This design comes from an exercise in tuning for small area on the open sky130 flow, not from production work. The RTL was checked by simulation tests, not by an equivalence proof against the original design. The clock port is modelled as an ideal driver, which makes a skipped or thinned clock tree look cheaper than it is; a real chip needs a root buffer or a tree. Power and IR drop assume default switching activity.

`design.v`:
```
module screen_driver #(
  parameter STARTUP_WAIT = 32'd10000000,
  parameter FRAME_WAIT = 32'd450000
)(
  input  clk,
  input  rst,
  input  jumpOffset,
  output io_sclk,
  output io_sdin,
  output io_cs,
  output io_dc,
  output io_reset
);
  localparam [1:0] SEG_X = 2'b01, SEG_Y = 2'b11, SEG_Z = 2'b00, SEG_N = 2'b10;
  localparam integer INIT_LEN   = 3 * STARTUP_WAIT + 1;
  localparam integer SLOT0      = (18 - INIT_LEN % 18) % 18;
  localparam integer INIT_BYTES = (INIT_LEN + SLOT0) / 18;
  localparam integer BYTE0      = 1024 - INIT_BYTES;
  localparam integer RSET = STARTUP_WAIT + SLOT0;
  localparam integer RCLR = 2 * STARTUP_WAIT + SLOT0;
  localparam integer RSET_B = BYTE0 + RSET / 18, RSET_S = RSET % 18;
  localparam integer RCLR_B = BYTE0 + RCLR / 18, RCLR_S = RCLR % 18;
  localparam integer WAIT_B = FRAME_WAIT / 18, WAIT_S = FRAME_WAIT % 18;
  localparam SETUP_INSTRUCTIONS = 23;
  localparam [(SETUP_INSTRUCTIONS*8)-1:0] startupCommands = {
    8'hAE, 8'h81, 8'h7F, 8'hA6, 8'h20, 8'h00, 8'hC8, 8'h40,
    8'hA1, 8'hA8, 8'h3F, 8'hD3, 8'h00, 8'hD5, 8'h80, 8'hD9,
    8'h22, 8'hDB, 8'h20, 8'h8D, 8'h14, 8'hA4, 8'hAF
  };
  function [9:0] inc10(input [9:0] a);
    integer i;
    reg c;
    begin
      c = 1'b1;
      for (i = 0; i < 10; i = i + 1) begin
        inc10[i] = a[i] ^ c;
        c = c & a[i];
      end
    end
  endfunction
  function [6:0] dec7(input [6:0] a);
    integer i;
    reg b;
    begin
      b = 1'b1;
      for (i = 0; i < 7; i = i + 1) begin
        dec7[i] = a[i] ^ b;
        b = b & ~a[i];
      end
    end
  endfunction
  reg       sending;     
  reg [4:0] slot;
  reg [9:0] index;
  reg [6:0] obsX;
  reg [1:0] seg;
  reg       jumpLatched;
  reg       sdin;
  wire started = (seg != SEG_N);
  wire inInit = ~started & ~sending;
  wire inCmd  = ~started & sending;
  wire inData = started & sending;
  wire inWait = started & ~sending;
  wire slotFirst = (slot == 5'd0);
  wire slotLast  = (slot == 5'd17);
  wire lastWrap  = (index == 10'd1023) & slotLast;
  wire cmdEnd  = inCmd & (index == SETUP_INSTRUCTIONS) & slotFirst;
  wire waitEnd = inWait & (index == WAIT_B) & (slot == WAIT_S);
  wire newFrame = cmdEnd | waitEnd;
  wire [2:0] bitSel = ~slot[3:1];
  reg [7:0] cmdByte;
  always @(*) begin
    case (index[4:0])
      5'd0: cmdByte = 8'hAE;
      5'd1: cmdByte = 8'h81;
      5'd2: cmdByte = 8'h7F;
      5'd3: cmdByte = 8'hA6;
      5'd4: cmdByte = 8'h20;
      5'd5: cmdByte = 8'h00;
      5'd6: cmdByte = 8'hC8;
      5'd7: cmdByte = 8'h40;
      5'd8: cmdByte = 8'hA1;
      5'd9: cmdByte = 8'hA8;
      5'd10: cmdByte = 8'h3F;
      5'd11: cmdByte = 8'hD3;
      5'd12: cmdByte = 8'h00;
      5'd13: cmdByte = 8'hD5;
      5'd14: cmdByte = 8'h80;
      5'd15: cmdByte = 8'hD9;
      5'd16: cmdByte = 8'h22;
      5'd17: cmdByte = 8'hDB;
      5'd18: cmdByte = 8'h20;
      5'd19: cmdByte = 8'h8D;
      5'd20: cmdByte = 8'h14;
      5'd21: cmdByte = 8'hA4;
      5'd22: cmdByte = 8'hAF;
      default: cmdByte = 8'hxx;
    endcase
  end
  wire whiteTrigger = inData & (index == 10'd0) & slotLast & obsX[0];
  wire patternBit;
  pattern_generator patternGen (
    .clk(clk),
    .rst(rst),
    .pixelIndex(index),
    .obsX(obsX),
    .jumpOffset(jumpLatched),
    .bitSel(bitSel),
    .update(whiteTrigger),
    .patternBit(patternBit)
  );
  wire [4:0] slotNext = (slot[0] ? {slot[4:1] + 4'd1, 1'b0} : {slot[4:1], 1'b1});
  always @(posedge clk) begin
    if (slotFirst)
      jumpLatched <= jumpOffset;
    if (rst) begin
      sending <= 1'b0;
      slot <= SLOT0;
      index <= BYTE0;
      obsX <= 0;
      seg <= SEG_N;
      sdin <= 0;
    end else begin
      slot <= (slotLast | waitEnd) ? 5'd0 : slotNext;
      if (newFrame)
        index <= 0;
      else if (slotLast)
        index <= inc10(index);
      if (newFrame) begin
        if ((seg == SEG_Y && obsX == 7'd121) || (seg == SEG_Z && obsX == 7'd9))
          obsX <= 0;
        else
          obsX <= dec7(obsX);
        if (obsX == 0)
          seg <= (seg == SEG_X) ? SEG_Y : (seg == SEG_Y) ? SEG_Z : SEG_X;
      end
      if (inInit & (index == RSET_B) & (slot == RSET_S))
        obsX[0] <= 1'b1;
      if (inInit & (index == RCLR_B) & (slot == RCLR_S))
        obsX[0] <= 1'b0;
      if (lastWrap)
        sending <= ~started;
      if (waitEnd)
        sending <= 1'b1;
      if (sending & slot[0] & ~slot[4])
        sdin <= inCmd ? cmdByte[bitSel] : patternBit;
    end
  end
  assign io_sclk  = ~(sending & ~slot[0] & ~slotFirst);
  assign io_sdin  = sdin;
  assign io_cs    = inWait | (slotFirst & (started | (index != 0)) & sending);
  assign io_dc    = ~(inCmd & ~(slotFirst & (index == 0)));
  assign io_reset = ~(~started & obsX[0]);
endmodule
module jump_controller #(
  parameter JUMP_DURATION = 32'd19_500_000
)(
  input wire clk,
  input wire rst,
  input wire btn1,
  output reg jumpOffset
);
  localparam [19:0] ODD = 20'haaaaa;
  function [19:0] lfsr_step(input [19:0] s);
    lfsr_step = {s[18:0], ~(s[19] ^ s[16])};
  endfunction
  function [419:0] map_compose(input [419:0] f, input [419:0] g);
    integer i, j;
    reg [19:0] v, r;
    begin
      for (j = 0; j <= 20; j = j + 1) begin
        v = g[20*j +: 20];
        r = (j == 20) ? f[400 +: 20] : 20'd0;
        for (i = 0; i < 20; i = i + 1)
          if (v[i]) r = r ^ f[20*i +: 20];
        map_compose[20*j +: 20] = r;
      end
    end
  endfunction
  function [19:0] lfsr_after(input integer n);
    integer j, k;
    reg [419:0] p, acc;
    begin
      for (j = 0; j < 20; j = j + 1) begin
        acc[20*j +: 20] = 20'd1 << j;
        p[20*j +: 20] = lfsr_step(20'd1 << j) ^ lfsr_step(20'd0);
      end
      acc[400 +: 20] = 20'd0;
      p[400 +: 20] = lfsr_step(20'd0);
      for (k = 0; k < 31; k = k + 1) begin
        if ((n >> k) & 1)
          acc = map_compose(p, acc);
        p = map_compose(p, p);
      end
      lfsr_after = acc[400 +: 20];
    end
  endfunction
  localparam [19:0] LFSR_END = lfsr_after(JUMP_DURATION);
  reg [19:0] lfsrQ;
  wire [19:0] lfsr = lfsrQ ^ ODD;
  always @(posedge clk) begin
    lfsrQ <= (jumpOffset ? lfsr_step(lfsr) : 20'd0) ^ ODD;
    if (rst)
      jumpOffset <= 1'b0;
    else if (jumpOffset)
      jumpOffset <= (lfsr != LFSR_END);
    else
      jumpOffset <= !btn1;
  end
endmodule
module pattern_generator (
  input  wire       clk,
  input  wire       rst,
  input  wire [9:0] pixelIndex,
  input  wire [6:0] obsX,
  input  wire       jumpOffset,
  input  wire [2:0] bitSel,
  input  wire       update,
  output wire       patternBit
);
  wire [6:0] col = pixelIndex[6:0];
  wire [2:0] row = pixelIndex[9:7];
  reg [7:0] catSprite [0:31];
  initial $readmemh("cat_sprite.hex", catSprite);
  localparam CAT_X        = 40;
  localparam CAT_WIDTH    = 16;
  localparam WHITE_FRAMES = 30;
  wire horizontalOverlap = ~obsX[6] & obsX[5] & ~(obsX[4] & obsX[3]);
  function [4:0] white_step(input [4:0] s);
    white_step = {s[3:0], ~(s[4] ^ s[2])};
  endfunction
  function [4:0] white_load(input integer n);
    integer k;
    reg [4:0] s;
    begin
      s = 5'd0;
      for (k = 0; k < 31 - n; k = k + 1)
        s = white_step(s);
      white_load = s;
    end
  endfunction
  reg [4:0] whiteCounter;
  always @(posedge clk) begin
    if (rst)
      whiteCounter <= 0;
    else if (update) begin
      if (horizontalOverlap && !jumpOffset)
        whiteCounter <= white_load(WHITE_FRAMES);
      else if (whiteCounter != 0)
        whiteCounter <= white_step(whiteCounter);
    end
  end
  reg [7:0] diff;
  integer i;
  reg b;
  always @(*) begin
    b = 1'b0;
    for (i = 0; i < 7; i = i + 1) begin
      diff[i] = col[i] ^ obsX[i] ^ b;
      b = (~col[i] & (obsX[i] | b)) | (obsX[i] & b);
    end
    diff[7] = b;
  end
  wire obstacle = (diff[7:3] == 5'd0) & ~(obsX[6:3] == 4'b1111);
  wire showWhite = (whiteCounter != 0);
  wire [2:0] catRow0 = jumpOffset ? 3'd1 : 3'd4;
  wire catRows = (row == catRow0) || (row == catRow0 + 3'd1);
  wire catCols = (col >= CAT_X) && (col < CAT_X + CAT_WIDTH);
  wire [6:0] catCol = col - CAT_X;
  wire [4:0] spriteAddr = {row != catRow0, catCol[3:0]};
  wire [7:0] spriteByte = catSprite[spriteAddr];
  reg [7:0] patternByte;
  always @(*) begin
    if (showWhite)
      patternByte = 8'hFF;
    else if (row == 6)
      patternByte = 8'hF0;
    else if (catRows && catCols)
      patternByte = spriteByte;
    else if (row == 5 && obstacle)
      patternByte = 8'hFF;
    else
      patternByte = 8'h00;
  end
  assign patternBit = patternByte[bitSel];
endmodule
module top #(
  parameter STARTUP_WAIT = 32'd2000,
  parameter FRAME_WAIT = 32'd4500,
  parameter JUMP_DURATION = 32'd950000
)(
  input clk,
  input rst,
  input btn1,
  output io_sclk,
  output io_sdin,
  output io_cs,
  output io_dc,
  output io_reset
);
  wire jumpOffset;
  jump_controller #(
    .JUMP_DURATION(JUMP_DURATION)
  ) jump_inst (
    .clk(clk),
    .rst(rst),
    .btn1(btn1),
    .jumpOffset(jumpOffset)
  );
  screen_driver #(
    .STARTUP_WAIT(STARTUP_WAIT),
    .FRAME_WAIT(FRAME_WAIT)
  ) driver (
    .clk(clk),
    .rst(rst),
    .jumpOffset(jumpOffset),
    .io_sclk(io_sclk),
    .io_sdin(io_sdin),
    .io_cs(io_cs),
    .io_dc(io_dc),
    .io_reset(io_reset)
  );
endmodule
```
`constraint.sdc`:
```
create_clock -name core_clock -period 5.0 [get_ports {clk}]
set_input_delay 1.0000 -clock core_clock [delete_from_list [all_inputs] [get_ports {clk}]]
set_output_delay 1.0000 -clock core_clock [all_outputs]
set_load 0.01 [all_outputs]
```
`standard.sh`:
```
#!/bin/bash
# synth_recipe.tcl (not shown) runs the flow's synth.tcl, then flattens the netlist and writes it again
# the make line also repeats each setting of config.mk as NAME=value (left out here)
make -C /OpenROAD-flow-scripts/flow DESIGN_CONFIG=/design/flow/config.mk WORK_HOME=/design/flow/orfs CLKGATE_MAP_FILE= SYNTH_SCRIPT=/design/flow/synth_recipe.tcl "${@:-finish}"
```
`cat_sprite.hex`:
```
00 e0 f0 f8 70 00 00 fc fe fe fc fc fc fe fe fe
00 0f 1f 1c 3c fc fe ff ff ff ff ff ff ff 01 00
```
`flow/area1.abc`:
```
strash; ifraig; dc2; dch -f; amap; strash; dch -f; amap; topo
```
`flow/area3.abc`:
```
strash; &get -n; &deepsyn -J 1000 -T 600; &put; dch -f; amap; topo
```
`flow/run.sh`:
```
#!/bin/bash
# Own layout flow: the standard flow, except that
#  - after the standard synthesis, the combinational logic is mapped again by
#    ABC for area (the standard synthesis maps for speed). A few area scripts
#    are tried and the smallest result is used. Registers, their names and
#    cell types are left exactly as the standard synthesis made them;
#  - every port still gets a buffer, but the smallest one (buf_1);
#  - the clock tree is built from clkbuf_8 cells, without dummy loads.
# Each tool's output goes to a log file of its own in this folder.
set -euo pipefail

WORK=$(pwd)
FLOWDIR=$WORK/flow
RES=$WORK/orfs/results/$FLOW_PLATFORM/top/base
LIB=$FLOW_HOME/platforms/$FLOW_PLATFORM/lib/sky130_fd_sc_hd__tt_025C_1v80.lib
YOSYS=$(command -v yosys || echo "$FLOW_HOME/../tools/install/yosys/bin/yosys")

# 1. the standard synthesis, unchanged.
bash standard.sh synth > "$WORK/log_1_standard_synth.log" 2>&1
cp "$RES/1_2_yosys.v" "$WORK/standard_1_2_yosys.v"

# 2. Map the combinational logic again for area. Flip-flop cells are kept
#    as black boxes, so their instances stay as they are.
DONT_USE=""
for c in $(grep -o 'sky130_fd_sc_hd__\(lpflow\|probe\)[a-z0-9_]*' "$LIB" | sort -u); do
  DONT_USE="$DONT_USE -dont_use $c"
done
n_std=$(grep -c 'sky130_fd_sc_hd__\(df\|edf\|sdf\|sedf\)' "$WORK/standard_1_2_yosys.v" || true)

remap() {  # remap NAME: maps with flow/NAME.abc into remap_NAME.v
  local name=$1
  cat > "$WORK/remap_$name.ys" <<EOS
read_liberty -ignore_miss_func $LIB
blackbox sky130_fd_sc_hd__df* sky130_fd_sc_hd__edf* sky130_fd_sc_hd__sdf* sky130_fd_sc_hd__sedf* sky130_fd_sc_hd__dl* sky130_fd_sc_hd__sdl*
read_verilog $WORK/standard_1_2_yosys.v
hierarchy -check -top $FLOW_TOP
flatten
opt -purge
abc -liberty $LIB $DONT_USE -script $FLOWDIR/$name.abc
opt_clean -purge
hilomap -singleton -hicell sky130_fd_sc_hd__conb_1 HI -locell sky130_fd_sc_hd__conb_1 LO
splitnets
opt_clean -purge
tee -o $WORK/remap_$name.stat stat -liberty $LIB
write_verilog -noattr -nohex -nodec $WORK/remap_$name.v
EOS
  "$YOSYS" -s "$WORK/remap_$name.ys" > "$WORK/log_2_remap_$name.log" 2>&1 || return 0
}

for s in area2; do remap $s & done
wait

best=""; best_area=""
for s in area2; do
  [[ -f "$WORK/remap_$s.v" && -f "$WORK/remap_$s.stat" ]] || continue
  n_new=$(grep -c 'sky130_fd_sc_hd__\(df\|edf\|sdf\|sedf\)' "$WORK/remap_$s.v" || true)
  [[ "$n_new" == "$n_std" ]] || continue
  a=$(awk '/Chip area for module/ {print $NF}' "$WORK/remap_$s.stat" | tail -1)
  echo "$s $a" >> "$WORK/remap_choice.txt"
  if [[ -z "$best" ]] || awk -v a="$a" -v b="$best_area" 'BEGIN{exit !(a<b)}'; then
    best=$s; best_area=$a
  fi
done
if [[ -n "$best" ]]; then
  echo "using $best ($best_area)" >> "$WORK/remap_choice.txt"
  cp "$WORK/remap_$best.v" "$RES/1_2_yosys.v"
  touch "$RES/1_2_yosys.v"
else
  echo "no remap kept the flip-flops; using the standard netlist" >> "$WORK/remap_choice.txt"
fi

# 3. The rest of the standard flow, from the netlist on.
bash standard.sh \
  "BUFFER_PORTS_ARGS=-buffer_cell sky130_fd_sc_hd__buf_1" \
  "CTS_ARGS=-sink_clustering_enable -repair_clock_nets -dont_use_dummy_load -buf_list {sky130_fd_sc_hd__clkbuf_4 sky130_fd_sc_hd__clkbuf_8} -root_buf sky130_fd_sc_hd__clkbuf_8 -sink_clustering_size 10" \
  finish > "$WORK/log_3_standard_layout.log" 2>&1
```
`flow/area2.abc`:
```
strash; &get -n; &deepsyn -J 300 -T 400; &put; dch -f; amap; strash; dch -f; amap; topo
```
`config.mk`:
```
export PLATFORM = sky130hd
export DESIGN_NAME = top
export DESIGN_NICKNAME = top
export VERILOG_FILES = /design/flow/design.v
export SDC_FILE = /design/flow/constraint.sdc
export NUM_CORES = 4
export LEC_CHECK = 0
export CAP_MARGIN = 20
export CORE_MARGIN = 2
export CORE_UTILIZATION = 80
export SLEW_MARGIN = 20
```
==> results of run 1 <==
## cell type report
| cell class | count | area [um2] | share of cell area, % |
|---|---|---|---|
| multi-input combinational | 245 | 1270 | 47.5 |
| inverter | 49 | 184 | 6.87 |
| clock buffer | 5 | 68.8 | 2.57 |
| tap | 44 | 55.1 | 2.06 |
| timing repair buffer | 7 | 26.3 | 0.982 |
| sequential | 53 | 1070 | 40.0 |
## flip-flops by register name, summed over array words and instances (netlist names)
signal,flops
jump_inst.lfsrQ,20
driver.slot,5
driver.obsX,7
driver.patternGen.whiteCounter,5
driver.seg,2
driver.sdin,1
driver.jumpLatched,1
driver.index,10
jump_inst.jumpOffset,1
driver.sending,1
## worst max-delay path, stage by stage (launching register included)
cell and delay (ns):
sky130_fd_sc_hd__dfxtp_1 0.40, sky130_fd_sc_hd__clkinv_1 0.16, sky130_fd_sc_hd__nor2_1 0.44, sky130_fd_sc_hd__clkinv_1 0.27
sky130_fd_sc_hd__or4_1 0.57, sky130_fd_sc_hd__o21ai_0 0.51, sky130_fd_sc_hd__clkinv_1 0.28, sky130_fd_sc_hd__or4_1 0.64
sky130_fd_sc_hd__nor2_1 0.24, sky130_fd_sc_hd__nor2_1 0.06, sky130_fd_sc_hd__a311oi_1 0.21
## power by group
part | switching [mW] | internal [mW] | leakage [nW]
sequential | 0.0133 | 0.431 | 0.431
combinational | 0.0329 | 0.0137 | 0.431
clock | 0.124 | 0.0905 | 0.0359
total | 0.171 | 0.535 | 0.899
## cell usage in the layout, fill, tap and decap left out, types with 7 or more instances in the layout
cell type / n
sky130_fd_sc_hd__a211oi_1: 11
sky130_fd_sc_hd__a21oi_1: 13
sky130_fd_sc_hd__a31oi_1: 8
sky130_fd_sc_hd__buf_1: 7
sky130_fd_sc_hd__clkinv_1: 49
sky130_fd_sc_hd__dfxtp_1: 52
sky130_fd_sc_hd__nand2_1: 38
sky130_fd_sc_hd__nand3_1: 12
sky130_fd_sc_hd__nor2_1: 68
sky130_fd_sc_hd__nor3_1: 19
sky130_fd_sc_hd__o21ai_0: 19
sky130_fd_sc_hd__o22ai_1: 10
## how the worst max path moves through the flow
stage / start / end / slack (ns) / depth (start not counted)
after floorplan: driver.slot[2]$_SDFFE_PP0P_ / driver.seg[0]$_SDFFE_PP0P_ / 1.90 / 13
after global placement: driver.slot[2]$_SDFFE_PP0P_ / driver.seg[0]$_SDFFE_PP0P_ / 1.60 / 13
after detailed placement: driver.slot[2]$_SDFFE_PP0P_ / driver.seg[0]$_SDFFE_PP0P_ / 1.34 / 11
after CTS: driver.slot[2]$_SDFFE_PP0P_ / driver.seg[0]$_SDFFE_PP0P_ / 1.32 / 13
after global routing: driver.slot[2]$_SDFFE_PP0P_ / driver.seg[0]$_SDFFE_PP0P_ / 0.96 / 13
final: driver.seg[1]$_SDFFE_PP1P_ / driver.seg[0]$_SDFFE_PP0P_ / 1.11 / 10
## routing by layer
| metal | share of wire [%] | GRT usage, % |
|---|---|---|
| met2 | 45 | 71.0 |
| met1 | 35 | 52.1 |
| met5 | 0 | 0 |
| met3 | 13 | 18.0 |
| met4 | 6.4 | 27.3 |
## stage by stage
step | area [um2] | setup slack (ns) | instances
6_report | 2680 | 1.11 | 403
3_5_place_dp | 2610 | 1.34 | 398
2_1_floorplan | 2530 | 1.90 | 347
5_1_grt | 2680 | 0.957 | 403
3_3_place_gp | 2610 | 1.60 | 398
4_1_cts | 2680 | 1.32 | 403
==> qor.txt, run 1 <==
STATUS
---------------------------------------------------------------------------------
Outcome ............................................................  no timing/DRC/antenna violations

PLACEMENT
---------------------------------------------------------------------------------
RePlAce Congestion .................................................         1.15
Total of buffers placed on input and output ports ..................            7
Hpwl dp ............................................................      5230 um

ROUTE
---------------------------------------------------------------------------------
DRC violation count after routing ..................................            0
Post-route ant nets ................................................            0
Routed wire length per instance ....................................      19.0 um
Vias/cell ..........................................................         7.18
Final wirelength ...................................................      7640 um
Drt first pass iters ...............................................           10
Total vias in the final route ......................................         2894
Detailed Route Iter0 Violations ....................................          656

TIMING
---------------------------------------------------------------------------------
Number of slew-limit violations in the final report ................            0
Worst-case clock skew ..............................................    0.0187 ns
Final setup viols ..................................................            0
Worst slack on hold paths ..........................................     0.398 ns
Number of failing hold endpoints at the final stage ................            0
Setup_tns ..........................................................         0 ns
Shortest period the worst path allows ..............................      3.89 ns
Fmax achieved ......................................................    0.257 GHz
Period utilisation layout ..........................................        77.7%
Setup repair after global routing missed its margin ................        false
Transition at the pin with the smallest max-transition slack .......     0.825 ns
Relative max-transition margin .....................................        44.3%

MIN PATH
---------------------------------------------------------------------------------
Class of the tightest hold or removal check ........................ flip-flop to flip-flop
Cell depth of the worst min-delay path .............................            1
Startpoint of the worst hold path .................................. jump_inst.lfsrQ[13]$_DFF_P_
Capture endpoint of the worst hold path ............................ jump_inst.lfsrQ[14]$_SDFF_PN0_

DIE
---------------------------------------------------------------------------------
Count of boundary I/O pins .........................................            8
Die height .........................................................      60.2 um
Floorplan Core Area ................................................     3030 um2
Effective utilization at floorplan .................................        83.4%
Die Span X .........................................................      60.2 um
Number of standard-cell rows in the floorplan ......................           20
DIE AREA ...........................................................     3620 um2

FINISH
---------------------------------------------------------------------------------
Area added between synthesis and finish ............................        5.94%
N_diodes ...........................................................            0
# nets final .......................................................          364
Filler cells .......................................................          166
Share of post-route cells with drive strength above 1 ..............        1.39%
Utilization of the core after routing ..............................        88.4%

PWR
---------------------------------------------------------------------------------
Max rail drop VDD ..................................................       296 uV
Total power ........................................................       706 uW
Leakage ............................................................     0.899 nW
Power density over cell area .......................................   264 nW/um2

SYNTHESIS
---------------------------------------------------------------------------------
Per-instance average area after synthesis ..........................     7.28 um2
Gate Count Post-Synth ..............................................          347
Warning count from the yosys run ...................................            3
Post-synthesis cell area ...........................................     2530 um2
Number of nets produced by synthesis ...............................          350

GLOBAL ROUTE
---------------------------------------------------------------------------------
Overall overflow remaining after global route ......................            0
Vias in the first global route .....................................         2630
Wire length of the first global-routing pass .......................     12100 um
Total global-route track usage .....................................        45.5%
Antenna violations before repair ...................................            0
Pin count of the biggest net entering global routing ...............           18

CLOCK NETWORK
---------------------------------------------------------------------------------
CTS Buffer Depth ...................................................            2
Hold-fix buffers at CTS ............................................            0
Number of buffers created by CTS ...................................            5
Post-CTS setup-driven buffer insertion count .......................            0
PostCTS Resize Cnt .................................................            0
H-tree depth .......................................................            2
Clock sink total ...................................................           53
Clock latency (worst-skew pair) ....................................      0.31 ns
CTS tree ...........................................................          yes
Root Buffer Master ................................................. sky130_fd_sc_hd__clkbuf_8
Register clock-pin slew on the reported worst setup and hold paths .      0.09 ns

CRITICAL PATH
---------------------------------------------------------------------------------
Type of the worst setup path ....................................... flip-flop to flip-flop
Largest driver fanout on the critical path .........................            6
Arrival time of the worst setup path ...............................      4.10 ns
Depth of the worst register-to-register path .......................           10
Critical register-to-register path endpoint ........................ driver.seg[0]$_SDFFE_PP0P_
Endpoint type of the worst setup path ..............................    flip-flop
Startpoint of the lowest-slack register-to-register path ........... driver.seg[1]$_SDFFE_PP1P_
Sort of element at the start of the critical path ..................    flip-flop
Data required time of the critical path ............................      5.21 ns
Internal reg-to-reg setup slack ....................................      1.11 ns

JOB
---------------------------------------------------------------------------------
Number of max-capacitance violations reported ......................            0

==> run 2, diff against run 1 <==
--- a/flow/run.sh
+++ b/flow/run.sh
@@ -47,11 +47,11 @@
   "$YOSYS" -s "$WORK/remap_$name.ys" > "$WORK/log_2_remap_$name.log" 2>&1 || return 0
 }
 
-for s in area2; do remap $s & done
+for s in area1 area2 area3; do remap $s & done
 wait
 
 best=""; best_area=""
-for s in area2; do
+for s in area1 area2 area3; do
   [[ -f "$WORK/remap_$s.v" && -f "$WORK/remap_$s.stat" ]] || continue
   n_new=$(grep -c 'sky130_fd_sc_hd__\(df\|edf\|sdf\|sedf\)' "$WORK/remap_$s.v" || true)
   [[ "$n_new" == "$n_std" ]] || continue
@@ -72,5 +72,5 @@
 # 3. The rest of the standard flow, from the netlist on.
 bash standard.sh \
   "BUFFER_PORTS_ARGS=-buffer_cell sky130_fd_sc_hd__buf_1" \
-  "CTS_ARGS=-sink_clustering_enable -repair_clock_nets -dont_use_dummy_load -buf_list {sky130_fd_sc_hd__clkbuf_4 sky130_fd_sc_hd__clkbuf_8} -root_buf sky130_fd_sc_hd__clkbuf_8 -sink_clustering_size 10" \
+  "CTS_ARGS=-sink_clustering_enable -repair_clock_nets -dont_use_dummy_load -buf_list sky130_fd_sc_hd__clkbuf_8 -root_buf sky130_fd_sc_hd__clkbuf_8" \
   finish > "$WORK/log_3_standard_layout.log" 2>&1
--- a/config.mk
+++ b/config.mk
@@ -7,5 +7,5 @@
 export LEC_CHECK = 0
 export CAP_MARGIN = 20
 export CORE_MARGIN = 2
-export CORE_UTILIZATION = 80
+export CORE_UTILIZATION = 70
 export SLEW_MARGIN = 20
==> run 2 against run 1 <==
Area after synthesis shrank 0.45%. Via count shrank 9.3%. Worst setup slack lost 0.19 ns. Global-route usage shrank 12 points. Sequential share of layout area grew 0.13 points. Register-to-register slack lost 0.19 ns. Final cell count grew 2.5%. Critical path depth grew 8. Combinational power shrank 23%. Utilization shrank 9.7 points. Clock power is essentially flat. Critical path type unchanged. Critical endpoint unchanged. Largest cell class unchanged.
==> qor.txt, run 2 <==
STATUS
---------------------------------------------------------------------------------
Outcome ............................................................  no timing/DRC/antenna violations

CRITICAL PATH
---------------------------------------------------------------------------------
Most frequent cell on the critical path ............................ sky130_fd_sc_hd__clkinv_1
Sort of element at the start of the critical path ..................    flip-flop
Endpoint type of the worst setup path ..............................    flip-flop
Slowest stage cell, crit path ...................................... sky130_fd_sc_hd__dfxtp_1
Type of the worst setup path ....................................... flip-flop to flip-flop
Peak per-stage delay on the critical path ..........................      0.46 ns   -0.18 ns
Data required time of the critical path ............................      5.18 ns   -0.03 ns
Internal reg-to-reg setup slack ....................................      0.92 ns   -0.19 ns
Arrival time of the worst setup path ...............................      4.26 ns   +0.16 ns
Critical register-to-register path endpoint ........................ driver.seg[0]$_SDFFE_PP0P_
Startpoint of the lowest-slack register-to-register path ........... driver.index[3]$_SDFFE_PP0N_
Largest driver fanout on the critical path .........................           12   +6
Depth of the worst register-to-register path .......................           18   +8
List of cells traversed by the critical path ....................... clkinv_1 -> nor4_1 -> nand4_1 -> a2111oi_0 -> clkinv_1 -> a21oi_1 -> clkinv_1 -> or2_0 -> nor2_1 -> clkinv_1 -> nor2_1 -> clkinv_1 -> nor2_1 -> clkinv_1 -> nor2_1 -> nand2_1 -> a22oi_1 -> nor2_1
Setup crit start ................................................... driver.index[3]$_SDFFE_PP0N_

CLOCK NETWORK
---------------------------------------------------------------------------------
PostCTS Resize Cnt .................................................            0   unchanged
CTS Buffer Depth ...................................................            2   unchanged
Hold-fix buffers at CTS ............................................            0   unchanged
Register clock-pin slew on the reported worst setup and hold paths .      0.09 ns   about the same
CTS tree ...........................................................          yes
Clock sink total ...................................................           53   unchanged
Number of buffers created by CTS ...................................            5   unchanged
Post-CTS setup-driven buffer insertion count .......................            0   unchanged
Root Buffer Master ................................................. sky130_fd_sc_hd__clkbuf_8
H-tree depth .......................................................            2   unchanged
Clock latency (worst-skew pair) ....................................      0.31 ns   about the same

ROUTE
---------------------------------------------------------------------------------
Vias/cell ..........................................................         6.35   -12%
Routed wire length per instance ....................................      15.5 um   -18%
Top layer in use ...................................................         met4
WL met1 ............................................................      2770 um   +2.3%
Met2 WL post-DR ....................................................      2870 um   -17%
Final wirelength ...................................................      6400 um   -16%
Met3 wire length ...................................................       595 um   -38%
Post-route ant nets ................................................            0   unchanged
Detailed Route Iter0 Violations ....................................          372   -43%
DRC violation count after routing ..................................            0   unchanged
Drt first pass iters ...............................................            5   -5
Total vias in the final route ......................................         2624   -9.3%

MIN PATH
---------------------------------------------------------------------------------
Startpoint of the worst hold path .................................. jump_inst.lfsrQ[12]$_SDFF_PN0_
Capture endpoint of the worst hold path ............................ jump_inst.lfsrQ[13]$_DFF_P_
Cell depth of the worst min-delay path .............................            1   unchanged
Class of the tightest hold or removal check ........................ flip-flop to flip-flop

DIE
---------------------------------------------------------------------------------
Die Span X .........................................................      63.9 um   +6.2%
Count of boundary I/O pins .........................................            8   unchanged
Effective utilization at floorplan .................................        74.2%   -9.2 points
Number of standard-cell rows in the floorplan ......................           21   +5.0%
DIE AREA ...........................................................     4090 um2   +13%
Floorplan Core Area ................................................     3390 um2   +12%
Die height .........................................................      63.9 um   +6.2%

TIMING
---------------------------------------------------------------------------------
Fmax achieved ......................................................    0.245 GHz   -4.6%
Final setup viols ..................................................            0   unchanged
Number of slew-limit violations in the final report ................            0   unchanged
Setup_tns ..........................................................         0 ns   unchanged
Relative max-transition margin .....................................        56.9%   +13 points
Number of failing hold endpoints at the final stage ................            0   unchanged
Period utilisation layout ..........................................        81.5%   +3.8 points
Setup repair after global routing missed its margin ................        false
Worst-case clock skew ..............................................    0.0179 ns   -0.000799 ns
Shortest period the worst path allows ..............................      4.08 ns   +0.189 ns
Transition at the pin with the smallest max-transition slack .......     0.631 ns   -0.195 ns

FINISH
---------------------------------------------------------------------------------
Regs by FF count ................................................... jump_inst.lfsrQ (20), driver.index (10), driver.obsX (7)
Max reg flops ......................................................           20   unchanged
Sequential standard cell area ......................................     1070 um2   unchanged
Share of post-route cells with drive strength above 1 ..............        1.36%   -0.030 points
Filler cells .......................................................          246   +48%
N_diodes ...........................................................            0   unchanged
Register bank with the most flops .................................. jump_inst.lfsrQ
# nets final .......................................................          372   +2.2%
Most common cell after layout, fill and taps aside ................. sky130_fd_sc_hd__nor2_1
Post-route cell area ...............................................     2670 um2   -0.33%
Commonest non-fill, non-tap cells in the layout .................... sky130_fd_sc_hd__nor2_1, sky130_fd_sc_hd__dfxtp_1, sky130_fd_sc_hd__clkinv_1
Multi-input gate area ..............................................     1270 um2   unchanged
Area added between synthesis and finish ............................        6.07%

PLACEMENT
---------------------------------------------------------------------------------
Hpwl dp ............................................................      4740 um   -9.4%
Post-placement cell area ...........................................     2600 um2   -0.34%
RePlAce Congestion .................................................         1.04   -9.3%
Total of buffers placed on input and output ports ..................            7   unchanged

JOB
---------------------------------------------------------------------------------
Number of max-capacitance violations reported ......................            0   unchanged

SYNTHESIS
---------------------------------------------------------------------------------
Post-synthesis cell area ...........................................     2510 um2   -0.45%
Warning count from the yosys run ...................................            3   unchanged
Per-instance average area after synthesis ..........................     7.08 um2   -2.7%
Number of nets produced by synthesis ...............................          358   +2.3%
Gate Count Post-Synth ..............................................          355   +2.3%

PWR
---------------------------------------------------------------------------------
Leakage ............................................................     0.921 nW   +2.5%
Power density over cell area .......................................   259 nW/um2   -1.7%
Max rail drop VDD ..................................................       239 uV   -19%

GLOBAL ROUTE
---------------------------------------------------------------------------------
Antenna violations before repair ...................................            0   unchanged
Overall overflow remaining after global route ......................            0   unchanged
Total global-route track usage .....................................        33.7%   -12 points
Pin count of the biggest net entering global routing ...............           18   unchanged
Vias in the first global route .....................................         2396   -8.9%
Wire length of the first global-routing pass .......................     10900 um   -10%

run 2: final cells by class:
| cell class | instances | area share [%] |
|---|---|---|
| flip-flops and latches | 53 | 40.2 |
| repair buffers | 7 | 0.985 |
| well taps | 46 | 2.16 |
| clock buffers | 5 | 2.58 |
| inverters | 46 | 6.47 |
| multi-input cells | 256 | 47.7 |
run 2: power by group:
| part | switching [mW] | internal [mW] | total [mW] |
|---|---|---|---|
| logic | 0.0241 | 0.0120 | 0.0361 |
| registers | 0.0101 | 0.429 | 0.439 |
| clock network | 0.126 | 0.0906 | 0.217 |
run 2: how the worst max path moves through the flow:
stage	to	slack [ns]	cells after the start
2_1_floorplan	driver.seg[0]$_SDFFE_PP0P_	1.53	18
3_3_place_gp	driver.seg[0]$_SDFFE_PP0P_	1.19	18
3_5_place_dp	driver.seg[0]$_SDFFE_PP0P_	1.01	18
4_1_cts	driver.seg[0]$_SDFFE_PP0P_	1.02	18
5_1_grt	driver.seg[0]$_SDFFE_PP0P_	0.46	18
6_report	driver.seg[0]$_SDFFE_PP0P_	0.92	18
run 2: critical path: cells and delay by family (launching register included):
| kind | cells | cell delay [ns] |
|---|---|---|
| flip-flops | 1 | 0.46 |
| AND/OR/NAND/NOR | 9 | 1.57 |
| AO/OA/AOI/OAI | 3 | 0.88 |
| buffers and inverters | 6 | 1.05 |
run 2: through the flow:
stage	instances	setup WS, ns	hold slack (ns)	utilization (%)	power, mW
after global placement	408	1.19	0.367	76.7	0.483
final	413	0.924	0.383	78.7	0.692
after global routing	413	0.460	0.401	78.7	0.714
after CTS	413	1.02	0.391	78.7	0.689
after detailed placement	408	1.01	0.379	76.7	0.483
after floorplan	355	1.53	0.361	-	0.472
run 2: routing by layer:
layer,up-vias,GRT usage (%)
li1,1273,-
met1,1173,45.0
met2,158,52.2
met3,20,9.33
met4,0,12.2
met5,-,0
==> run 3, diff against run 2 <==
--- a/flow/run.sh
+++ b/flow/run.sh
@@ -47,11 +47,11 @@
   "$YOSYS" -s "$WORK/remap_$name.ys" > "$WORK/log_2_remap_$name.log" 2>&1 || return 0
 }
 
-for s in area1 area2 area3; do remap $s & done
+for s in area1 ds0 ds1 ds2 ds3; do remap $s & done
 wait
 
 best=""; best_area=""
-for s in area1 area2 area3; do
+for s in area1 ds0 ds1 ds2 ds3; do
   [[ -f "$WORK/remap_$s.v" && -f "$WORK/remap_$s.stat" ]] || continue
   n_new=$(grep -c 'sky130_fd_sc_hd__\(df\|edf\|sdf\|sedf\)' "$WORK/remap_$s.v" || true)
   [[ "$n_new" == "$n_std" ]] || continue
==> flow/ds0.abc (new file) <==
strash; &get -n; &deepsyn -S 0 -J 1000 -T 900; &put; dch -f; amap; strash; dch -f; amap; strash; dch -f; amap; topo
==> flow/ds1.abc (new file) <==
strash; &get -n; &deepsyn -S 1 -J 1000 -T 900; &put; dch -f; amap; strash; dch -f; amap; strash; dch -f; amap; topo
==> flow/ds2.abc (new file) <==
strash; &get -n; &deepsyn -S 2 -J 1000 -T 900; &put; dch -f; amap; strash; dch -f; amap; strash; dch -f; amap; topo
==> flow/ds3.abc (new file) <==
strash; &get -n; &deepsyn -S 3 -J 1000 -T 900; &put; dch -f; amap; strash; dch -f; amap; strash; dch -f; amap; topo
removed: flow/area2.abc
removed: flow/area3.abc
==> run 3 against run 2 <==
Still clean. Clock power barely moved. Worst setup slack improved by 0.88 ns. Sequential power barely moved. Critical path depth fell by 5. Global-route usage fell by 0.60 points. Fmax rose by 27%. Critical endpoint unchanged. Largest cell class unchanged.
==> qor.txt, run 3 <==
CRITICAL PATH
---------------------------------------------------------------------------------
Arrival time of the worst setup path ...............................      3.42 ns   -0.84 ns
Endpoint type of the worst setup path ..............................    flip-flop
Largest driver fanout on the critical path .........................           10   -2
Data required time of the critical path ............................      5.22 ns   +0.04 ns
Type of the worst setup path ....................................... flip-flop to flip-flop
Slowest stage cell, crit path ...................................... sky130_fd_sc_hd__nor3_1
Peak per-stage delay on the critical path ..........................      0.42 ns   -0.04 ns
List of cells traversed by the critical path ....................... nor2_1 -> nand2_1 -> nor3_1 -> nand3_1 -> a21oi_1 -> o21ai_0 -> nor2_1 -> nand2_1 -> nor2_1 -> nand2_1 -> nor2_1 -> nand2_1 -> o221a_1
Depth of the worst register-to-register path .......................           13   -5
Sort of element at the start of the critical path ..................    flip-flop

GLOBAL ROUTE
---------------------------------------------------------------------------------
Overall overflow remaining after global route ......................            0   unchanged
Wire length of the first global-routing pass .......................     10500 um   -3.9%
Antenna violations before repair ...................................            0   unchanged
Vias in the first global route .....................................         2288   -4.5%
Total global-route track usage .....................................        33.1%   -0.60 points
Pin count of the biggest net entering global routing ...............           18   unchanged

PWR
---------------------------------------------------------------------------------
Leakage ............................................................     0.914 nW   -0.67%
Power density over cell area .......................................   266 nW/um2   +2.6%
Max rail drop VDD ..................................................       255 uV   +6.9%

CLOCK NETWORK
---------------------------------------------------------------------------------
CTS tree ...........................................................          yes
CTS Buffer Depth ...................................................            2   unchanged
H-tree depth .......................................................            2   unchanged
Number of buffers created by CTS ...................................            5   unchanged
Root Buffer Master ................................................. sky130_fd_sc_hd__clkbuf_8
PostCTS Resize Cnt .................................................            0   unchanged
Post-CTS setup-driven buffer insertion count .......................            0   unchanged
Clock sink total ...................................................           53   unchanged
Hold-fix buffers at CTS ............................................            0   unchanged
Register clock-pin slew on the reported worst setup and hold paths .      0.10 ns   about the same
Clock latency (worst-skew pair) ....................................      0.32 ns   about the same

PLACEMENT
---------------------------------------------------------------------------------
Hpwl dp ............................................................      4720 um   -0.42%
Total of buffers placed on input and output ports ..................            7   unchanged
Number of instances in the placed design ...........................          388   -4.9%
RePlAce Congestion .................................................         1.03   -0.92%
Minimum setup slack after placement ................................      1.88 ns   +0.870 ns

FINISH
---------------------------------------------------------------------------------
Share of post-route cells with drive strength above 1 ..............        1.44%   +0.079 points
Regs by FF count ................................................... jump_inst.lfsrQ (20), driver.index (10), driver.obsX (7)
Non-filler cells, final ............................................          393   -4.8%
Register bank with the most flops .................................. jump_inst.lfsrQ
# nets final .......................................................          352   -5.4%
Commonest non-fill, non-tap cells in the layout .................... sky130_fd_sc_hd__nor2_1, sky130_fd_sc_hd__dfxtp_1, sky130_fd_sc_hd__clkinv_1
Utilization of the core after routing ..............................        77.8%   -0.94 points
Area added between synthesis and finish ............................        6.25%
N_diodes ...........................................................            0   unchanged
Max reg flops ......................................................           20   unchanged
Most common cell after layout, fill and taps aside ................. sky130_fd_sc_hd__nor2_1
Filler cells .......................................................          234   -4.9%

TIMING
---------------------------------------------------------------------------------
Number of slew-limit violations in the final report ................            0   unchanged
Setup repair after global routing missed its margin ................        false
Worst-case clock skew ..............................................    0.0278 ns   +0.00991 ns
Fmax achieved ......................................................    0.313 GHz   +27%
Relative max-transition margin .....................................        33.1%   -24 points
Transition at the pin with the smallest max-transition slack .......     0.993 ns   +0.362 ns
Setup_tns ..........................................................         0 ns   unchanged
Final setup slack of the worst path ................................      1.80 ns   +0.877 ns
Final setup viols ..................................................            0   unchanged
Period utilisation layout ..........................................        64.0%   -18 points
Number of failing hold endpoints at the final stage ................            0   unchanged
Shortest period the worst path allows ..............................      3.20 ns   -0.877 ns

ROUTE
---------------------------------------------------------------------------------
Routed wire length per instance ....................................      16.1 um   +3.8%
DRC violation count after routing ..................................            0   unchanged
Post-route ant nets ................................................            0   unchanged
Drt first pass iters ...............................................            6   +1
Detailed Route Iter0 Violations ....................................          436   +17%
Final wirelength ...................................................      6320 um   -1.2%
Vias/cell ..........................................................         6.67   +5.0%
Total vias in the final route ......................................         2623   -0.038%

SYNTHESIS
---------------------------------------------------------------------------------
Per-instance average area after synthesis ..........................     7.29 um2   +2.9%
Post-synthesis cell area ...........................................     2440 um2   -2.9%
Warning count from the yosys run ...................................            3   unchanged
Gate Count Post-Synth ..............................................          335   -5.6%
Number of nets produced by synthesis ...............................          338   -5.6%

DIE
---------------------------------------------------------------------------------
Effective utilization at floorplan .................................        73.2%   -1.0 points
Floorplan Core Area ................................................     3340 um2   -1.6%
Die height .........................................................      63.1 um   -1.4%
Count of boundary I/O pins .........................................            8   unchanged
Number of standard-cell rows in the floorplan ......................           21   unchanged
DIE AREA ...........................................................     3980 um2   -2.7%
Die Span X .........................................................      63.1 um   -1.4%

JOB
---------------------------------------------------------------------------------
Number of max-capacitance violations reported ......................            0   unchanged

MIN PATH
---------------------------------------------------------------------------------
Class of the tightest hold or removal check ........................ flip-flop to flip-flop
Cell depth of the worst min-delay path .............................            1   unchanged

STATUS
---------------------------------------------------------------------------------
Outcome ............................................................  no timing/DRC/antenna violations

## run 3: changes by cell type in the layout (fill, tap and decap cells not counted), moves of 4 or more
cell / before / now
sky130_fd_sc_hd__nand3_1: 11 / 5
sky130_fd_sc_hd__nor2_1: 84 / 78
sky130_fd_sc_hd__nor4_1: 10 / 4
sky130_fd_sc_hd__o21a_1: 2 / 8
sky130_fd_sc_hd__clkinv_1: 46 / 41
sky130_fd_sc_hd__o21ai_0: 23 / 18
sky130_fd_sc_hd__a21oi_1: 12 / 16
sky130_fd_sc_hd__nand2_1: 43 / 39
## run 3: where the power goes
part,total (mW),switching [mW],internal [mW],leakage [nW]
sequential,0.437,0.00825,0.429,0.431
clock,0.218,0.127,0.0906,0.0359
combinational,0.0357,0.0252,0.0104,0.448
total,0.691,0.161,0.530,0.914
## run 3: final timing paths
path | from | to | slack [ns]
setup / recovery | driver.slot[1]$_SDFFE_PP1N_ | driver.seg[0]$_SDFFE_PP0P_ | 1.80
hold / removal | jump_inst.lfsrQ[6]$_SDFF_PN0_ | jump_inst.lfsrQ[7]$_DFF_P_ | 0.40
setup reg to reg | driver.slot[1]$_SDFFE_PP1N_ | driver.seg[0]$_SDFFE_PP0P_ | 1.80
hold reg to reg | jump_inst.lfsrQ[6]$_SDFF_PN0_ | jump_inst.lfsrQ[7]$_DFF_P_ | 0.40
## run 3: per-stage QoR
step / hold WS, ns / instance area [um2] / power [mW]
after floorplan: 0.362 / 2440 / 0.470
after global placement: 0.367 / 2530 / 0.482
after detailed placement: 0.378 / 2530 / 0.481
after CTS: 0.399 / 2590 / 0.687
after global routing: 0.414 / 2590 / 0.709
final: 0.401 / 2590 / 0.691
## run 3: area by class of cell
class / instances / area (um2) / area share, %
Clock buffer: 5 / 68.8 / 2.65
Inverter: 41 / 154 / 5.93
Multi-Input combinational cell: 241 / 1220 / 46.9
Sequential cell: 53 / 1070 / 41.3
Tap cell: 46 / 57.6 / 2.22
Timing Repair Buffer: 7 / 26.3 / 1.01
## run 3: worst max-delay path, delay by kind of cell (launching register included)
family	cells	cell delay [ns]
simple gates	10	1.99
compound gates	3	0.72
flops	1	0.41
## run 3: metal layers
metal | vias up | global-route usage (%) | routed length [um]
met5 | - | 0 | 0
met4 | 0 | 13.6 | 257
met3 | 44 | 6.25 | 685
met2 | 180 | 54.8 | 2880
met1 | 1189 | 42.5 | 2500
li1 | 1210 | - | -
==> run 4, diff against run 3 <==
--- a/flow/run.sh
+++ b/flow/run.sh
@@ -5,8 +5,6 @@
 #    are tried and the smallest result is used. Registers, their names and
 #    cell types are left exactly as the standard synthesis made them;
 #  - every port still gets a buffer, but the smallest one (buf_1);
-#  - the clock tree is built from clkbuf_8 cells, without dummy loads.
-# Each tool's output goes to a log file of its own in this folder.
 set -euo pipefail
 
 WORK=$(pwd)
@@ -47,11 +45,11 @@
   "$YOSYS" -s "$WORK/remap_$name.ys" > "$WORK/log_2_remap_$name.log" 2>&1 || return 0
 }
 
-for s in area1 ds0 ds1 ds2 ds3; do remap $s & done
+for s in area1; do remap $s & done
 wait
 
 best=""; best_area=""
-for s in area1 ds0 ds1 ds2 ds3; do
+for s in area1; do
   [[ -f "$WORK/remap_$s.v" && -f "$WORK/remap_$s.stat" ]] || continue
   n_new=$(grep -c 'sky130_fd_sc_hd__\(df\|edf\|sdf\|sedf\)' "$WORK/remap_$s.v" || true)
   [[ "$n_new" == "$n_std" ]] || continue
@@ -70,7 +68,9 @@
 fi
 
 # 3. The rest of the standard flow, from the netlist on.
+export FLOW_CLOCK_PORT=clk
 bash standard.sh \
+  "POST_CTS_TCL=$FLOWDIR/post_cts.tcl" \
   "BUFFER_PORTS_ARGS=-buffer_cell sky130_fd_sc_hd__buf_1" \
   "CTS_ARGS=-sink_clustering_enable -repair_clock_nets -dont_use_dummy_load -buf_list sky130_fd_sc_hd__clkbuf_8 -root_buf sky130_fd_sc_hd__clkbuf_8" \
   finish > "$WORK/log_3_standard_layout.log" 2>&1
==> flow/ds4.abc (new file) <==
strash; &get -n; &deepsyn -S 4 -J 1000 -T 900; &put; dch -f; amap; strash; dch -f; amap; strash; dch -f; amap; topo
==> flow/ds5.abc (new file) <==
strash; &get -n; &deepsyn -S 5 -J 1000 -T 900; &put; dch -f; amap; strash; dch -f; amap; strash; dch -f; amap; topo
==> flow/ds6.abc (new file) <==
strash; &get -n; &deepsyn -S 6 -J 1000 -T 900; &put; dch -f; amap; strash; dch -f; amap; strash; dch -f; amap; topo
==> flow/ds7.abc (new file) <==
strash; &get -n; &deepsyn -S 7 -J 1000 -T 900; &put; dch -f; amap; strash; dch -f; amap; strash; dch -f; amap; topo
==> flow/post_cts.tcl (new file) <==
set block [ord::get_db_block]
set clk_port [expr {[info exists ::env(FLOW_CLOCK_PORT)] ? $::env(FLOW_CLOCK_PORT) : "clk"}]
set clk_net [[$block findBTerm $clk_port] getNet]
set loads [$clk_net getITerms]
if {[llength $loads] == 1} {
  set root [[lindex $loads 0] getInst]
  set root_master [[$root getMaster] getName]
  set out_net [[$root findITerm X] getNet]
  set root_loads {}
  if {[string match "sky130_fd_sc_hd__clkbuf_*" $root_master] && $out_net != "NULL"} {
    foreach it [$out_net getITerms] {
      if {[$it getInst] != $root} { lappend root_loads $it }
    }
  }
  set all_bufs 1
  foreach it $root_loads {
    if {![string match "sky130_fd_sc_hd__clkbuf_*" [[[$it getInst] getMaster] getName]]} { set all_bufs 0 }
  }
  if {[llength $root_loads] > 0 && [llength $root_loads] <= 4 && $all_bufs} {
    puts "post_cts: removing clock root buffer [$root getName] ($root_master), [llength $root_loads] loads"
    foreach it $root_loads { $it disconnect; $it connect $clk_net }
    odb::dbInst_destroy $root
    odb::dbNet_destroy $out_net
    estimate_parasitics -placement
  } else {
    puts "post_cts: clock root buffer kept"
  }
} else {
  puts "post_cts: clock port drives [llength $loads] cells; nothing changed"
}
==> run 4 against run 3 <==
Count of clock-buffer cells in the layout is 1 lower. Clock power down 14%. Flip-flop and latch count unchanged. Still clean. Final cell count is 16% higher. Area after synthesis up 13%. Critical path depth up 1. Worst hold slack about the same. Global-route usage increased by 6.9 points. Via count is 20% higher. Register-to-register slack worse by 0.32 ns. Routed wire length rose by 30%. Largest power group unchanged. Sequential power is essentially flat.
==> qor.txt, run 4 <==
CRITICAL PATH
---------------------------------------------------------------------------------
List of cells traversed by the critical path ....................... clkinv_1 -> nor2_1 -> clkinv_1 -> nor2_1 -> clkinv_1 -> nor2_1 -> nor3_1 -> o311ai_0 -> o31ai_1 -> o21a_1 -> a2111oi_0 -> a21oi_1 -> nor2b_1 -> nor2b_1
Slowest stage cell, crit path ...................................... sky130_fd_sc_hd__dfxtp_1
Internal reg-to-reg setup slack ....................................      1.49 ns   -0.32 ns
Peak per-stage delay on the critical path ..........................      0.54 ns   +0.12 ns
Largest driver fanout on the critical path .........................           12   +2
Count of buffer and inverter cells on the critical path ............            3   +3
Crit. path cell count ..............................................           14   +1
Startpoint of the lowest-slack register-to-register path ........... driver.index[2]$_SDFFE_PP0N_
Arrival time of the worst setup path ...............................      3.53 ns   +0.11 ns
Depth of the worst register-to-register path .......................           14   +1
Data required time of the critical path ............................      5.01 ns   -0.21 ns
Type of the worst setup path ....................................... flip-flop to flip-flop
Sort of element at the start of the critical path ..................    flip-flop
Endpoint type of the worst setup path ..............................    flip-flop
Family with the most delay on the worst path ....................... compound AO/OA/AOI/OAI gates
Critical register-to-register path endpoint ........................ driver.sdin$_SDFFE_PP0P_

TIMING
---------------------------------------------------------------------------------
Final setup viols ..................................................            0   unchanged
Setup_tns ..........................................................         0 ns   unchanged
Number of failing hold endpoints at the final stage ................            0   unchanged
Shortest period the worst path allows ..............................      3.51 ns   +0.315 ns
Setup repair after global routing missed its margin ................        false
Fmax achieved ......................................................    0.285 GHz   -9.0%
Worst-case clock skew ..............................................    0.0210 ns   -0.00676 ns
Relative max-transition margin .....................................        50.4%   +17 points
Transition at the pin with the smallest max-transition slack .......     0.744 ns   -0.249 ns
Period utilisation layout ..........................................        70.3%   +6.3 points
Number of slew-limit violations in the final report ................            0   unchanged
Final setup slack of the worst path ................................      1.49 ns   -0.315 ns

FINISH
---------------------------------------------------------------------------------
Share of post-route cells with drive strength above 1 ..............        1.23%   -0.21 points
Sequential standard cell area ......................................     1070 um2   unchanged
Register bank with the most flops .................................. jump_inst.lfsrQ
Filler cells .......................................................          269   +15%
Most common cell after layout, fill and taps aside ................. sky130_fd_sc_hd__nor2_1
Non-filler cells, final ............................................          455   +16%
N_diodes ...........................................................            0   unchanged
Regs by FF count ................................................... jump_inst.lfsrQ (20), driver.index (10), driver.obsX (7)
Area added between synthesis and finish ............................        5.39%
Commonest non-fill, non-tap cells in the layout .................... sky130_fd_sc_hd__nor2_1, sky130_fd_sc_hd__dfxtp_1, sky130_fd_sc_hd__clkinv_1
Max reg flops ......................................................           20   unchanged
# nets final .......................................................          412   +17%
Multi-input gate area ..............................................     1520 um2   +25%

DIE
---------------------------------------------------------------------------------
DIE AREA ...........................................................     4460 um2   +12%
Number of standard-cell rows in the floorplan ......................           22   +4.8%
Floorplan Core Area ................................................     3720 um2   +11%
Die Span X .........................................................      66.8 um   +5.9%
Count of boundary I/O pins .........................................            8   unchanged
Die height .........................................................      66.8 um   +5.9%
Effective utilization at floorplan .................................        74.3%   +1.2 points

SYNTHESIS
---------------------------------------------------------------------------------
Per-instance average area after synthesis ..........................     6.99 um2   -4.1%
Warning count from the yosys run ...................................            3   unchanged
Post-synthesis cell area ...........................................     2760 um2   +13%
Number of nets produced by synthesis ...............................          398   +18%
Gate Count Post-Synth ..............................................          395   +18%

ROUTE
---------------------------------------------------------------------------------
Vias/cell ..........................................................         6.94   +4.0%
Detailed Route Iter0 Violations ....................................          506   +16%
Final wirelength ...................................................      8230 um   +30%
Post-route ant nets ................................................            0   unchanged
Drt first pass iters ...............................................            5   -1
DRC violation count after routing ..................................            0   unchanged
Routed wire length per instance ....................................      18.1 um   +12%
Total vias in the final route ......................................         3159   +20%

PLACEMENT
---------------------------------------------------------------------------------
Number of instances in the placed design ...........................          451   +16%
Hpwl dp ............................................................      6030 um   +28%
Total of buffers placed on input and output ports ..................            7   unchanged
RePlAce Congestion .................................................         1.07   +4.1%
Minimum setup slack after placement ................................      1.65 ns   -0.236 ns

PWR
---------------------------------------------------------------------------------
Total power ........................................................       663 uW   -4.1%
Leakage ............................................................     0.961 nW   +5.1%
Max rail drop VDD ..................................................       292 uV   +15%
Power density over cell area .......................................   228 nW/um2   -14%

MIN PATH
---------------------------------------------------------------------------------
Startpoint of the worst hold path .................................. jump_inst.lfsrQ[10]$_SDFF_PN0_
Class of the tightest hold or removal check ........................ flip-flop to flip-flop
Capture endpoint of the worst hold path ............................ jump_inst.lfsrQ[11]$_DFF_P_
Cell depth of the worst min-delay path .............................            1   unchanged

GLOBAL ROUTE
---------------------------------------------------------------------------------
Wire length of the first global-routing pass .......................     13600 um   +30%
Antenna violations before repair ...................................            0   unchanged
Total global-route track usage .....................................        40.0%   +6.9 points
Pin count of the biggest net entering global routing ...............           20   +2
Overall overflow remaining after global route ......................            0   unchanged
Vias in the first global route .....................................         2934   +28%

STATUS
---------------------------------------------------------------------------------
Outcome ............................................................  no timing/DRC/antenna violations

JOB
---------------------------------------------------------------------------------
Number of max-capacitance violations reported ......................            0   unchanged

CLOCK NETWORK
---------------------------------------------------------------------------------
Register clock-pin slew on the reported worst setup and hold paths .      0.10 ns   about the same
Clock sink total ...................................................           53   unchanged
Clock latency (worst-skew pair) ....................................      0.16 ns   -0.16 ns

run 4: cell count changes in the layout (fill, tap and decap cells not counted), moves of 4 or more:
cell                        delta
sky130_fd_sc_hd__nand2_1       +6
sky130_fd_sc_hd__a31oi_1       +6
sky130_fd_sc_hd__nor3_1        +5
sky130_fd_sc_hd__a2111oi_0     +6
sky130_fd_sc_hd__nand3_1       +6
sky130_fd_sc_hd__nor2_1        +8
sky130_fd_sc_hd__a21oi_1       +4
sky130_fd_sc_hd__a211oi_1      -5
sky130_fd_sc_hd__o21ai_0       +6
sky130_fd_sc_hd__clkinv_1      +5
run 4: where the power goes:
group	internal, mW	switching, mW	total, mW
clock network	0.0738	0.115	0.188
logic	0.00988	0.0259	0.0358
registers	0.429	0.00933	0.438
run 4: layer usage:
| metal | global-route usage [%] | part of all wire (%) | up-vias |
|---|---|---|---|
| li1 | - | - | 1441 |
| met1 | 48.4 | 40 | 1434 |
| met2 | 66.3 | 46 | 238 |
| met3 | 10.3 | 10 | 46 |
| met4 | 18.6 | 4.3 | 0 |
| met5 | 0 | 0 | - |
run 4: cell type report:
cell class | count | share of cell area [%]
repair buffers | 8 | 1.16
clock buffers | 4 | 1.89
inverters | 46 | 5.93
multi-input cells | 296 | 52.2
well taps | 48 | 2.06
flip-flops and latches | 53 | 36.8
run 4: through the flow:
step                      util [%]  hold WS (ns)  area, um2
after floorplan                  -         0.362       2760
after global placement        76.9         0.369       2860
after detailed placement      76.9         0.377       2860
after global routing          78.4         0.413       2910
final                         78.4         0.401       2910
run 4: worst max path at each step:
| stage | end | from |
|---|---|---|
| global placement | driver.sdin$_SDFFE_PP0P_ | driver.index[2]$_SDFFE_PP0N_ |
| detailed placement | driver.sdin$_SDFFE_PP0P_ | driver.index[2]$_SDFFE_PP0N_ |
| global route | driver.sdin$_SDFFE_PP0P_ | driver.index[2]$_SDFFE_PP0N_ |
| finish | driver.sdin$_SDFFE_PP0P_ | driver.index[2]$_SDFFE_PP0N_ |
| floorplan | driver.sdin$_SDFFE_PP0P_ | driver.index[2]$_SDFFE_PP0N_ |
==> run 5, diff against run 4 <==
--- a/flow/run.sh
+++ b/flow/run.sh
@@ -45,11 +45,11 @@
   "$YOSYS" -s "$WORK/remap_$name.ys" > "$WORK/log_2_remap_$name.log" 2>&1 || return 0
 }
 
-for s in area1; do remap $s & done
+for s in area1 ds0 ds1 ds2 ds3 ds4 ds5 ds6 ds7; do remap $s & done
 wait
 
 best=""; best_area=""
-for s in area1; do
+for s in area1 ds0 ds1 ds2 ds3 ds4 ds5 ds6 ds7; do
   [[ -f "$WORK/remap_$s.v" && -f "$WORK/remap_$s.stat" ]] || continue
   n_new=$(grep -c 'sky130_fd_sc_hd__\(df\|edf\|sdf\|sedf\)' "$WORK/remap_$s.v" || true)
   [[ "$n_new" == "$n_std" ]] || continue
==> run 5 against run 4 <==
Global-route usage decreased by 7.3 points. Die area shrank 11%. Worst hold slack got worse by 0.0053 ns. Design area fell by 11%. Sequential share of layout area is 4.7 points higher.
==> qor.txt, run 5 <==
ROUTE
---------------------------------------------------------------------------------
Final wirelength ...................................................      6340 um   -23%
DRC violation count after routing ..................................            0   unchanged
Detailed Route Iter0 Violations ....................................          403   -20%
Post-route ant nets ................................................            0   unchanged
Total vias in the final route ......................................         2568   -19%
Vias/cell ..........................................................         6.55   -5.6%
Drt first pass iters ...............................................            6   +1
Routed wire length per instance ....................................      16.2 um   -11%

TIMING
---------------------------------------------------------------------------------
Relative max-transition margin .....................................        34.0%   -16 points
Shortest period the worst path allows ..............................      3.25 ns   -0.261 ns
Worst-case clock skew ..............................................    0.0300 ns   +0.00897 ns
Number of slew-limit violations in the final report ................            0   unchanged
Setup repair after global routing missed its margin ................        false
Final setup viols ..................................................            0   unchanged
Number of failing hold endpoints at the final stage ................            0   unchanged
Period utilisation layout ..........................................        65.1%   -5.2 points
Fmax achieved ......................................................    0.307 GHz   +8.0%
Setup_tns ..........................................................         0 ns   unchanged
Transition at the pin with the smallest max-transition slack .......     0.979 ns   +0.235 ns

JOB
---------------------------------------------------------------------------------
Number of max-capacitance violations reported ......................            0   unchanged

CRITICAL PATH
---------------------------------------------------------------------------------
Sort of element at the start of the critical path ..................    flip-flop
Data required time of the critical path ............................      5.06 ns   +0.05 ns
Largest driver fanout on the critical path .........................           10   -2
Endpoint type of the worst setup path ..............................    flip-flop
Arrival time of the worst setup path ...............................      3.31 ns   -0.22 ns
Type of the worst setup path ....................................... flip-flop to flip-flop

FINISH
---------------------------------------------------------------------------------
Regs by FF count ................................................... jump_inst.lfsrQ (20), driver.index (10), driver.obsX (7)
Post-route cell area ...............................................     2580 um2   -11%
Non-filler cells, final ............................................          392   -14%
Max reg flops ......................................................           20   unchanged
Area added between synthesis and finish ............................        5.69%
Multi-input gate area ..............................................     1220 um2   -20%
Sequential standard cell area ......................................     1070 um2   unchanged
Register bank with the most flops .................................. jump_inst.lfsrQ
N_diodes ...........................................................            0   unchanged
Share of post-route cells with drive strength above 1 ..............        1.16%   -0.072 points
# nets final .......................................................          351   -15%
Commonest non-fill, non-tap cells in the layout .................... sky130_fd_sc_hd__nor2_1, sky130_fd_sc_hd__dfxtp_1, sky130_fd_sc_hd__clkinv_1
Most common cell after layout, fill and taps aside ................. sky130_fd_sc_hd__nor2_1
Filler cells .......................................................          235   -13%

DIE
---------------------------------------------------------------------------------
Effective utilization at floorplan .................................        73.2%   -1.2 points
Die Span X .........................................................      63.1 um   -5.6%
Die height .........................................................      63.1 um   -5.6%
Floorplan Core Area ................................................     3340 um2   -10%
Count of boundary I/O pins .........................................            8   unchanged
DIE AREA ...........................................................     3980 um2   -11%
Number of standard-cell rows in the floorplan ......................           21   -4.5%

STATUS
---------------------------------------------------------------------------------
Outcome ............................................................  no timing/DRC/antenna violations

SYNTHESIS
---------------------------------------------------------------------------------
Number of nets produced by synthesis ...............................          338   -15%
Post-synthesis cell area ...........................................     2440 um2   -12%
Gate Count Post-Synth ..............................................          335   -15%
Per-instance average area after synthesis ..........................     7.29 um2   +4.2%
Warning count from the yosys run ...................................            3   unchanged

CLOCK NETWORK
---------------------------------------------------------------------------------
Clock sink total ...................................................           53   unchanged
Clock latency (worst-skew pair) ....................................      0.16 ns   about the same
Register clock-pin slew on the reported worst setup and hold paths .      0.10 ns   about the same

GLOBAL ROUTE
---------------------------------------------------------------------------------
Wire length of the first global-routing pass .......................     10400 um   -23%
Met2 track utilization from global routing .........................        54.1%   -12 points
Antenna violations before repair ...................................            0   unchanged
Pin count of the biggest net entering global routing ...............           18   -10%
Overall overflow remaining after global route ......................            0   unchanged
Total global-route track usage .....................................        32.7%   -7.3 points
Vias in the first global route .....................................         2299   -22%
Met1 usage in global routing .......................................        42.8%   -5.6 points
Most heavily used metal layer in global routing ....................         met2
Met3 global-route usage ............................................        6.43%   -3.9 points

PLACEMENT
---------------------------------------------------------------------------------
Total of buffers placed on input and output ports ..................            7   unchanged
Post-placement cell area ...........................................     2530 um2   -12%
RePlAce Congestion .................................................         1.03   -3.9%
Hpwl dp ............................................................      4720 um   -22%
Number of instances in the placed design ...........................          388   -14%

PWR
---------------------------------------------------------------------------------
Max rail drop VDD ..................................................       259 uV   -12%
Power density over cell area .......................................   253 nW/um2   +11%
Leakage ............................................................     0.907 nW   -5.6%

MIN PATH
---------------------------------------------------------------------------------
Class of the tightest hold or removal check ........................ flip-flop to flip-flop

-- run 5: power breakdown --
group	total, mW	switching [mW]	internal, mW
Combinational	0.0357	0.0252	0.0104
Sequential	0.437	0.00829	0.429
Clock	0.179	0.106	0.0736
Total	0.652	0.139	0.513
-- run 5: path summary, 6_finish.rpt --
kind                                                     from                    endpoint  slack [ns]  cells after the start
worst max-delay path              driver.slot[1]$_SDFFE_PP1N_  driver.seg[0]$_SDFFE_PP0P_        1.75                     13
worst min-delay path            jump_inst.lfsrQ[6]$_SDFF_PN0_  jump_inst.lfsrQ[7]$_DFF_P_        0.40                      1
worst max register to register    driver.slot[1]$_SDFFE_PP1N_  driver.seg[0]$_SDFFE_PP0P_        1.75                     13
worst min register to register  jump_inst.lfsrQ[6]$_SDFF_PN0_  jump_inst.lfsrQ[7]$_DFF_P_        0.40                      1
-- run 5: per-layer routing --
| layer | up-vias | part of all wire, % |
|---|---|---|
| li1 | 1202 | - |
| met1 | 1151 | 41 |
| met2 | 187 | 45 |
| met3 | 28 | 11 |
| met4 | 0 | 2.6 |
| met5 | - | 0 |
-- run 5: final cells by class --
| cell class | instances | share of cell area [%] |
|---|---|---|
| multi-input cells | 241 | 47.2 |
| flip-flops and latches | 53 | 41.5 |
| inverters | 41 | 5.96 |
| well taps | 46 | 2.23 |
| clock buffers | 4 | 2.13 |
| repair buffers | 7 | 1.02 |
-- run 5: metrics by stage --
| stage | setup slack, ns | hold slack (ns) | utilization (%) | power (mW) |
|---|---|---|---|---|
| 2_1_floorplan | 2.54 | 0.362 | - | 0.470 |
| 3_3_place_gp | 2.05 | 0.367 | 75.7 | 0.482 |
| 3_5_place_dp | 1.88 | 0.378 | 75.7 | 0.481 |
| 5_1_grt | 1.40 | 0.414 | 77.4 | 0.671 |
| 6_report | 1.75 | 0.395 | 77.4 | 0.652 |
-- run 5: critical path: stages, from the launching register on --
cell and delay [ns]:
sky130_fd_sc_hd__dfxtp_1 0.40, sky130_fd_sc_hd__nor2_1 0.24, sky130_fd_sc_hd__nand2_1 0.15, sky130_fd_sc_hd__nor3_1 0.45, sky130_fd_sc_hd__nand3_1 0.13, sky130_fd_sc_hd__a21oi_1 0.12
sky130_fd_sc_hd__o21ai_0 0.36, sky130_fd_sc_hd__nor2_1 0.27, sky130_fd_sc_hd__nand2_1 0.11, sky130_fd_sc_hd__nor2_1 0.17, sky130_fd_sc_hd__nand2_1 0.14, sky130_fd_sc_hd__nor2_1 0.26
sky130_fd_sc_hd__nand2_1 0.13, sky130_fd_sc_hd__o221a_1 0.23

static timing again, ports no longer ideal:
How much do the figures lean on ideal ports? The routed layouts below were timed once more, with nothing changed but the port constraints. Step 1: set_driving_cell puts a clkbuf_16 on clk and a buf_2 on each other input, an assumption about the parent block. Step 2 times the ports against the registers' clock, not the clock port: input delays grow and output delays shrink by t, the midpoint of the rising clock arrivals with the driver on. a / b / c = ideal / step 1 / step 2; a / b = the first two.
run	shift t [ns]	setup slack, ns	latest minus earliest clock arrival (ns)
run 1	0.325	1.113 / 1.113 / 1.113	0.020 / 0.020
run 2	0.329	0.924 / 0.924 / 0.924	0.018 / 0.018
run 3	0.331	1.801 / 1.801 / 1.801	0.028 / 0.027
run 4	0.202	1.486 / 1.486 / 1.486	0.021 / 0.022
run 5	0.201	1.747 / 1.747 / 1.747	0.030 / 0.030
After both steps setup and hold are still met in every run listed.
